Context: an optimization exercise on an open-source flow, tuned for small area, a short achievable clock period and few clock cycles per item. The choices shown serve that exercise and are no tape-out recipe. The RTL was checked by simulation tests, not by an equivalence proof against the original design.

==> v19: inputs <==
==> flow/design.v <==
module cordic_magphase (
    input  wire        clk,
    input  wire        rst_n,
    input  wire        start,
    input  wire [15:0] x_in,
    input  wire [15:0] y_in,
    output reg         busy,
    output reg         done,
    output wire [31:0] magnitude,
    output wire [31:0] phase
);
    reg [3:0] cnt;
    reg idle;                        
    reg post;                        
    reg wide;                        
    reg [16:0] xr;                   
    reg signed [16:0] yr;            
    reg signed [31:0] zr;
    reg [1:0] nr;                    
    reg [15:0] mag_r;
    reg [30:0] ph_r;
    assign magnitude = {2'b00, mag_r, 14'b0};
    assign phase = {ph_r[30], ph_r};
    wire xneg = x_in[15];
    wire [16:0] xa;
    wire signed [16:0] ya;
    cordic_magphase_negif negx (.v(x_in), .n(xneg), .r(xa));
    cordic_magphase_negif negy (.v(y_in), .n(xneg), .r(ya));
    wire [31:0] zinit = ~xneg ? 32'hE41B7F96 : ya[16] ? 32'hB1D788EE : 32'h165F763E;
    wire d = ~yr[16];                
    wire [16:0] xsh = xr >> cnt;
    wire signed [16:0] ysh = yr >>> cnt;
    wire signed [16:0] ys = d ? yr - xsh : yr + xsh;
    wire [1:0] o = {1'b0, nr[1]} + {1'b0, nr[0]};    
    wire n17 = yr[9];
    wire [4:0] ncnt = {3'd0, o} + ((cnt == 4'd13 && n17) ? 5'd15 : 5'd0);
    wire [16:0] xop = wide ? ysh : {12'd0, ncnt};
    wire xadd = ~wide | d;
    wire [16:0] xs = xadd ? xr + xop : xr - xop;
    wire m0, m1;
    wire [9:0] v2;
    cordic_magphase_narrow narrow (.x(xr), .k(cnt[1:0]), .o(o), .v0(yr[9:0]), .m({m0, m1}), .v2(v2));
    reg [31:0] zt;
    always @* begin
        case (cnt)
        4'd0: zt = d ? 32'h1921FB54 : 32'd0;
        4'd1: zt = d ? 32'h0ED63382 : 32'd0;
        4'd2: zt = d ? 32'h07D6DD7E : 32'd0;
        4'd3: zt = d ? 32'h03FAB752 : 32'd0;
        4'd4: zt = d ? 32'h01FF55C0 : 32'd0;
        4'd5: zt = d ? 32'h00FFEAB6 : 32'd0;
        4'd6: zt = d ? 32'h007FFD50 : 32'd0;
        4'd7: zt = d ? 32'h003FFFB4 : 32'd0;
        4'd8: zt = d ? 32'h001FFFDE : 32'd0;
        4'd9: zt = 32'd0;
        4'd10: case (nr)
            2'd0: zt = 32'h0017FFFC;
            2'd1: zt = 32'h000FFFFE;
            2'd2: zt = 32'h0007FFFE;
            2'd3: zt = 32'h00000000;
            endcase
        4'd11: case (nr)
            2'd0: zt = 32'h0005FFFC;
            2'd1: zt = 32'h0003FFFE;
            2'd2: zt = 32'h0001FFFE;
            2'd3: zt = 32'h00000000;
            endcase
        4'd12: case (nr)
            2'd0: zt = 32'h00017FFC;
            2'd1: zt = 32'h0000FFFE;
            2'd2: zt = 32'h00007FFE;
            2'd3: zt = 32'h00000000;
            endcase
        4'd13: case ({nr, n17})
            3'd0: zt = 32'h00007FE2;
            3'd1: zt = 32'h00005FFC;
            3'd2: zt = 32'h00005FE4;
            3'd3: zt = 32'h00003FFE;
            3'd4: zt = 32'h00003FE4;
            3'd5: zt = 32'h00001FFE;
            3'd6: zt = 32'h00001FE6;
            3'd7: zt = 32'h00000000;
            endcase
        default: begin
            if (zr > 32'sh3243F6A8) zt = 32'h9B7812AF;
            else if (zr < -32'sh3243F6A8) zt = 32'h6487ED51;
            else zt = 32'd0;
        end
        endcase
    end
    wire [31:0] zs = zr + zt;
    function [79:0] csa(input [39:0] a, input [39:0] b, input [39:0] c);
        csa = {a ^ b ^ c, ((a & b) | (a & c) | (b & c)) << 1};
    endfunction
    wire [39:0] X = {23'd0, xr};
    wire [39:0] N = {23'd0, ~xr};
    wire [39:0] s0, c0, s1, c1, s2, c2, s3, c3, s4, c4, s5, c5, s6, c6;
    assign {s0, c0} = csa(X, X << 4, X << 6);
    assign {s1, c1} = csa(X << 10, N << 14, N << 16);
    assign {s2, c2} = csa(X << 19, X << 21, 40'hFD80014000);
    assign {s3, c3} = csa(s0, c0, s1);
    assign {s4, c4} = csa(c1, s2, c2);
    assign {s5, c5} = csa(s3, c3, s4);
    assign {s6, c6} = csa(s5, c5, c4);
    wire [39:0] psum = s6 + c6;
    always @(posedge clk or negedge rst_n) begin
        if (!rst_n) begin
            busy <= 1'b0;
            idle <= 1'b1;
            done <= 1'b0;
            post <= 1'b0;
            wide <= 1'b1;
            cnt  <= 4'd0;
        end else if (idle) begin
            busy <= start;
            idle <= !start;
            done <= 1'b0;
            post <= 1'b0;
            wide <= 1'b1;
            cnt  <= 4'd0;
        end else begin
            cnt  <= cnt + 1'b1;
            busy <= !post;
            idle <= post;
            done <= post;
            post <= (cnt == 4'd13);
            wide <= (cnt < 4'd8);
        end
    end
    always @(posedge clk) begin
        if (idle) begin
            xr <= xa;
            yr <= ya;
        end else begin
            xr <= xs;
            if (wide) yr <= ys;
            else yr[9:0] <= v2;
        end
        nr <= wide ? 2'd0 : {m0, m1};
        zr <= idle ? zinit : zs;
        if (post) begin
            mag_r <= psum[37:22];
            ph_r  <= zs[30:0];
        end
    end
endmodule
module cordic_magphase_negif (
    input  wire [15:0] v,
    input  wire        n,
    output wire [16:0] r
);
    wire [15:0] lo;                  
    assign lo[0] = 1'b0;
    genvar k;
    generate
        for (k = 1; k < 16; k = k + 1) begin : g
            assign lo[k] = |v[k-1:0];
        end
    endgenerate
    assign r[15:0] = v ^ ({16{n}} & lo);
    assign r[16] = v[15] ^ (n & (|v));
endmodule
module cordic_magphase_narrow (
    input  wire [16:0] x,
    input  wire [1:0]  k,
    input  wire [1:0]  o,
    input  wire [9:0]  v0,
    output wire [1:0]  m,
    output wire [9:0]  v2
);
    reg [7:0] hi0;
    reg [6:0] hi1;
    reg lo0, lo1;
    always @* begin
        case (k)
        2'd1: begin hi0 = x[16:9];          hi1 = x[16:10];         lo0 = &x[8:3];  lo1 = &x[9:3];  end
        2'd2: begin hi0 = {2'd0, x[16:11]}; hi1 = {2'd0, x[16:12]}; lo0 = &x[10:3]; lo1 = &x[11:3]; end
        2'd3: begin hi0 = {4'd0, x[16:13]}; hi1 = {4'd0, x[16:14]}; lo0 = &x[12:3]; lo1 = &x[13:3]; end
        default: begin hi0 = {6'd0, x[16:15]}; hi1 = {6'd0, x[16]}; lo0 = &x[14:3]; lo1 = &x[15:3]; end
        endcase
    end
    wire [3:0] xo = {1'b0, x[2:0]} + {2'b0, o};
    wire g0 = xo[3];
    wire g1 = (xo >= 4'd7);
    assign m[1] = v0[9];
    wire cy0 = lo0 & g0;
    wire [10:0] s1 = {v0, 1'b1} + {m[1] ? {2'b0, hi0} : ~{2'b0, hi0}, m[1] ? cy0 : ~cy0};
    wire [9:0] v1 = s1[10:1];
    assign m[0] = v1[9];
    wire cy1 = lo1 & (m[1] ? g1 : g0);
    wire [10:0] s2 = {v1, 1'b1} + {m[0] ? {3'b0, hi1} : ~{3'b0, hi1}, m[0] ? cy1 : ~cy1};
    assign v2 = s2[10:1];
endmodule
==> flow/flow/run.sh <==
#!/bin/bash
# Layout flow: the standard flow (standard.sh: the standard synthesis
# script and ORFS steps, unchanged), with two settings added to config.mk:
#  - SYNTH_HIERARCHICAL 1: each module is mapped by ABC on its own, so the
#    small input-conditioning module is mapped for speed;
set -o pipefail
cp config.mk config_orig.txt
{
  echo "export SYNTH_HIERARCHICAL = 1"
  echo "export SETUP_SLACK_MARGIN = 15"
} >> config.mk
bash standard.sh > standard.log 2>&1
==> flow/standard.sh <==
#!/bin/bash
# synth_recipe.tcl (not shown) runs the flow's synth.tcl, then flattens the netlist and writes it again
# the make line also repeats each setting of config.mk as NAME=value (left out here)
make -C /OpenROAD-flow-scripts/flow DESIGN_CONFIG=/design/flow/config.mk WORK_HOME=/design/flow/orfs CLKGATE_MAP_FILE= SYNTH_SCRIPT=/design/flow/synth_recipe.tcl "${@:-finish}"
==> flow/config.mk <==
export PLATFORM = sky130hd
export DESIGN_NAME = cordic_magphase
export DESIGN_NICKNAME = cordic_magphase
export VERILOG_FILES = /design/flow/design.v
export SDC_FILE = /design/flow/constraint.sdc
export NUM_CORES = 4
export LEC_CHECK = 0
export CAP_MARGIN = 20
export CORE_MARGIN = 2
export CORE_UTILIZATION = 40
export SLEW_MARGIN = 20
export SYNTH_HIERARCHICAL = 1
export SETUP_SLACK_MARGIN = 15
==> flow/constraint.sdc <==
create_clock -name core_clock -period 20.0 [get_ports {clk}]
set_input_delay 4.0000 -clock core_clock [delete_from_list [all_inputs] [get_ports {clk}]]
set_output_delay 4.0000 -clock core_clock [all_outputs]
set_load 0.01 [all_outputs]
==> v8: changes against v19 <==
==> flow/design.v, changed modules only <==
module cordic_magphase (
    input  wire        clk,
    input  wire        rst_n,
    input  wire        start,
    input  wire [15:0] x_in,
    input  wire [15:0] y_in,
    output reg         busy,
    output reg         done,
    output wire [31:0] magnitude,
    output wire [31:0] phase
);
    reg [4:0] cnt;
    reg [16:0] xr;                   
    reg signed [16:0] yr;
    reg signed [31:0] zr;
    reg [15:0] mag_r;
    reg [30:0] ph_r;
    assign magnitude = {2'b00, mag_r, 14'b0};
    assign phase = {ph_r[30], ph_r};
    wire xneg = x_in[15];
    wire [16:0] xa;
    wire signed [16:0] ya;
    cordic_magphase_negif negx (.v(x_in), .n(xneg), .r(xa));
    cordic_magphase_negif negy (.v(y_in), .n(xneg), .r(ya));
    wire last = (cnt == 5'd15);
    wire [31:0] zinit = ~xneg ? 32'hE41B7F96 : ya[16] ? 32'hB1D788EE : 32'h165F763E;
    reg  post;                       
    reg  idle;                       
    wire d = ~yr[16];                
    reg  [16:0] xsh;
    reg  signed [16:0] ysh;
    wire signed [16:0] yfill = {17{yr[16]}};
    always @* begin
        xsh = xr >> cnt[3:0];
        ysh = (cnt[3] & (cnt[2:0] != 3'd0)) ? yfill : (yr >>> cnt[3:0]);
    end
    wire m14 = yr[16];
    wire signed [5:0] v14 = yr[5:0];
    wire signed [5:0] u14 = {3'b0, xr[16:14]};
    wire signed [5:0] v15 = m14 ? v14 + u14 : v14 - u14;
    wire m15 = v15[5];
    wire [16:0] w15 = xr + m14;
    wire signed [5:0] u15 = {4'b0, w15[16:15]};
    wire signed [5:0] v16 = m15 ? v15 + u15 : v15 - u15;
    wire m16 = v16[5];
    wire w16b = w15[16] | (&w15[15:0] & m15);    
    wire signed [5:0] u16 = {5'b0, w16b};
    wire signed [5:0] v17 = m16 ? v16 + u16 : v16 - u16;
    wire m17 = v17[5];
    reg n16, n17;
    always @(posedge clk) begin
        n16 <= m16;
        n17 <= m17;
    end
    wire n15 = yr[16];
    wire [4:0] xtail = {4'd0, n15} + {4'd0, n16} + (n17 ? 5'd15 : 5'd0);
    wire [16:0] xadd = last ? {12'd0, xtail} : ysh;
    wire [16:0] xs = (d | last) ? xr + xadd : xr - ysh;
    wire signed [16:0] ys = d ? yr - xsh : yr + xsh;
    reg [31:0] zt;
    always @* begin
        case (cnt)
        5'd0: zt = d ? 32'h1921FB54 : 32'd0;
        5'd1: zt = d ? 32'h0ED63382 : 32'd0;
        5'd2: zt = d ? 32'h07D6DD7E : 32'd0;
        5'd3: zt = d ? 32'h03FAB752 : 32'd0;
        5'd4: zt = d ? 32'h01FF55C0 : 32'd0;
        5'd5: zt = d ? 32'h00FFEAB6 : 32'd0;
        5'd6: zt = d ? 32'h007FFD50 : 32'd0;
        5'd7: zt = d ? 32'h003FFFB4 : 32'd0;
        5'd8: zt = d ? 32'h001FFFDE : 32'd0;
        5'd9: zt = d ? 32'h000FFFFE : 32'd0;
        5'd10: zt = d ? 32'h0007FFFE : 32'd0;
        5'd11: zt = d ? 32'h0003FFFE : 32'd0;
        5'd12: zt = d ? 32'h0001FFFE : 32'd0;
        5'd13: zt = d ? 32'h0000FFFE : 32'd0;
        5'd14: zt = d ? 32'h00007FFE : 32'd0;
        5'd15: case ({d, n16, n17})
            3'd0: zt = 32'h00003FE4;
            3'd1: zt = 32'h00001FFE;
            3'd2: zt = 32'h00001FE6;
            3'd3: zt = 32'h00000000;
            3'd4: zt = 32'h00007FE2;
            3'd5: zt = 32'h00005FFC;
            3'd6: zt = 32'h00005FE4;
            3'd7: zt = 32'h00003FFE;
            endcase
        default: begin
            if (zr > 32'sh3243F6A8) zt = 32'h9B7812AF;
            else if (zr < -32'sh3243F6A8) zt = 32'h6487ED51;
            else zt = 32'd0;
        end
        endcase
    end
    wire [31:0] zs = zr + zt;
    function [79:0] csa(input [39:0] a, input [39:0] b, input [39:0] c);
        csa = {a ^ b ^ c, ((a & b) | (a & c) | (b & c)) << 1};
    endfunction
    wire [39:0] X = {23'd0, xr};
    wire [39:0] N = {23'd0, ~xr};
    wire [39:0] s0, c0, s1, c1, s2, c2, s3, c3, s4, c4, s5, c5, s6, c6;
    assign {s0, c0} = csa(X, X << 4, X << 6);
    assign {s1, c1} = csa(X << 10, N << 14, N << 16);
    assign {s2, c2} = csa(X << 19, X << 21, 40'hFD80014000);
    assign {s3, c3} = csa(s0, c0, s1);
    assign {s4, c4} = csa(c1, s2, c2);
    assign {s5, c5} = csa(s3, c3, s4);
    assign {s6, c6} = csa(s5, c5, c4);
    wire [39:0] psum = s6 + c6;
    wire [15:0] prod = psum[37:22];
    always @(posedge clk or negedge rst_n) begin
        if (!rst_n) begin
            busy <= 1'b0;
            idle <= 1'b1;
            done <= 1'b0;
            post <= 1'b0;
            cnt  <= 5'd0;
        end else if (idle) begin
            busy <= start;
            idle <= !start;
            done <= 1'b0;
            post <= 1'b0;
            cnt  <= 5'd0;
        end else begin
            cnt  <= cnt + 1'b1;
            busy <= !post;
            idle <= post;
            done <= post;
            post <= last;
        end
    end
    always @(posedge clk) begin
        if (idle) begin
            xr   <= xa;
            yr   <= ya;
        end else begin
            xr <= xs;
            yr <= ys;
        end
        zr <= idle ? zinit : zs;
        if (post) begin
            mag_r <= prod;
            ph_r  <= zs[30:0];
        end
    end
endmodule
// module cordic_magphase_narrow removed
==> flow_metrics.py <==
metrics = {
    "outcome": {
        "outcome": "complete, no violations",
    },
    "drt": {
        "met2_length_mm": 22.76,
        "wl_per_instance_um": 18.98,
    },
    "worst_setup_path": {
        "worst_setup_path_startpoint": "y_in[0]",
        "endpoint": "zr[19]",
    },
    "layout": {
        "non_clock_buffer_area_share_pct": 7.861,
        "area_overhead_vs_synth_pct": 17.64,
    },
    "synth": {
        "synth.top_cells.by_count": "206 x ha_1, 150 x nand2_1, 143 x inv_1",
    },
    "placed_design": {
        "gp_congestion": 0.9182,
    },
    "die": {
        "placeableCoreArea_um2": 40920,
    },
}
Source of the figures above: v19

==> flow_metrics.py <==
metrics = {
    "outcome": {
        "outcome": "complete, no violations",
    },
    "synth": {
        "synth.top_cells.by_count": "203 x ha_1, 145 x nand2_1, 141 x inv_1",
    },
    "worst_setup_path": {
        "endpoint": "xr[13]",
        "worst_setup_path_startpoint": "x_in[3]",
    },
    "drt": {
        "met2_length_mm": 22.17,
    },
    "layout": {
        "non_clock_buffer_area_share_pct": 7.351,
        "area_overhead_vs_synth_pct": 17.70,
    },
    "die": {
        "placeableCoreArea_um2": 38740,
    },
}
Source of the figures above: v8

Testbench counts of v19, summed over its fixed seeds: cycles 51,200, ops 3,200.
Testbench counts of v8, summed over its fixed seeds: cycles 57,600, ops 3,200.

==> port drivers added, routing unchanged <==
No port has a modelled driver above. Below, the same layouts with a new extraction and two added sets of constraints.
Step 1: set_driving_cell puts a clkbuf_16 on clk and a buf_2 on each other input, an assumption about the parent block.
Step 2 moves the port delays by t, midway between the first and last clock arrival at a register: inputs arrive t later, outputs are due t later. That takes back most of the time a late clock gives input paths.
Three values: no drivers, after step 1, after step 2; two values: the first two.
run | t (ns) | setup slack, ns | hold slack, ns | worst setup path at the end | pins driven straight from the clock port
v19 | 0.492 | 14.900 / 14.915 / 14.422 | 0.670 / 0.670 / 0.670 | input to register | 1
v8 | 0.487 | 14.999 / 14.969 / 14.533 | 0.601 / 0.601 / 0.601 | input to register | 1
After both steps setup and hold are still met in every run listed. The setup slack of v19, which loses most, moves by +0.015 ns with the drivers and by -0.478 ns with both steps.
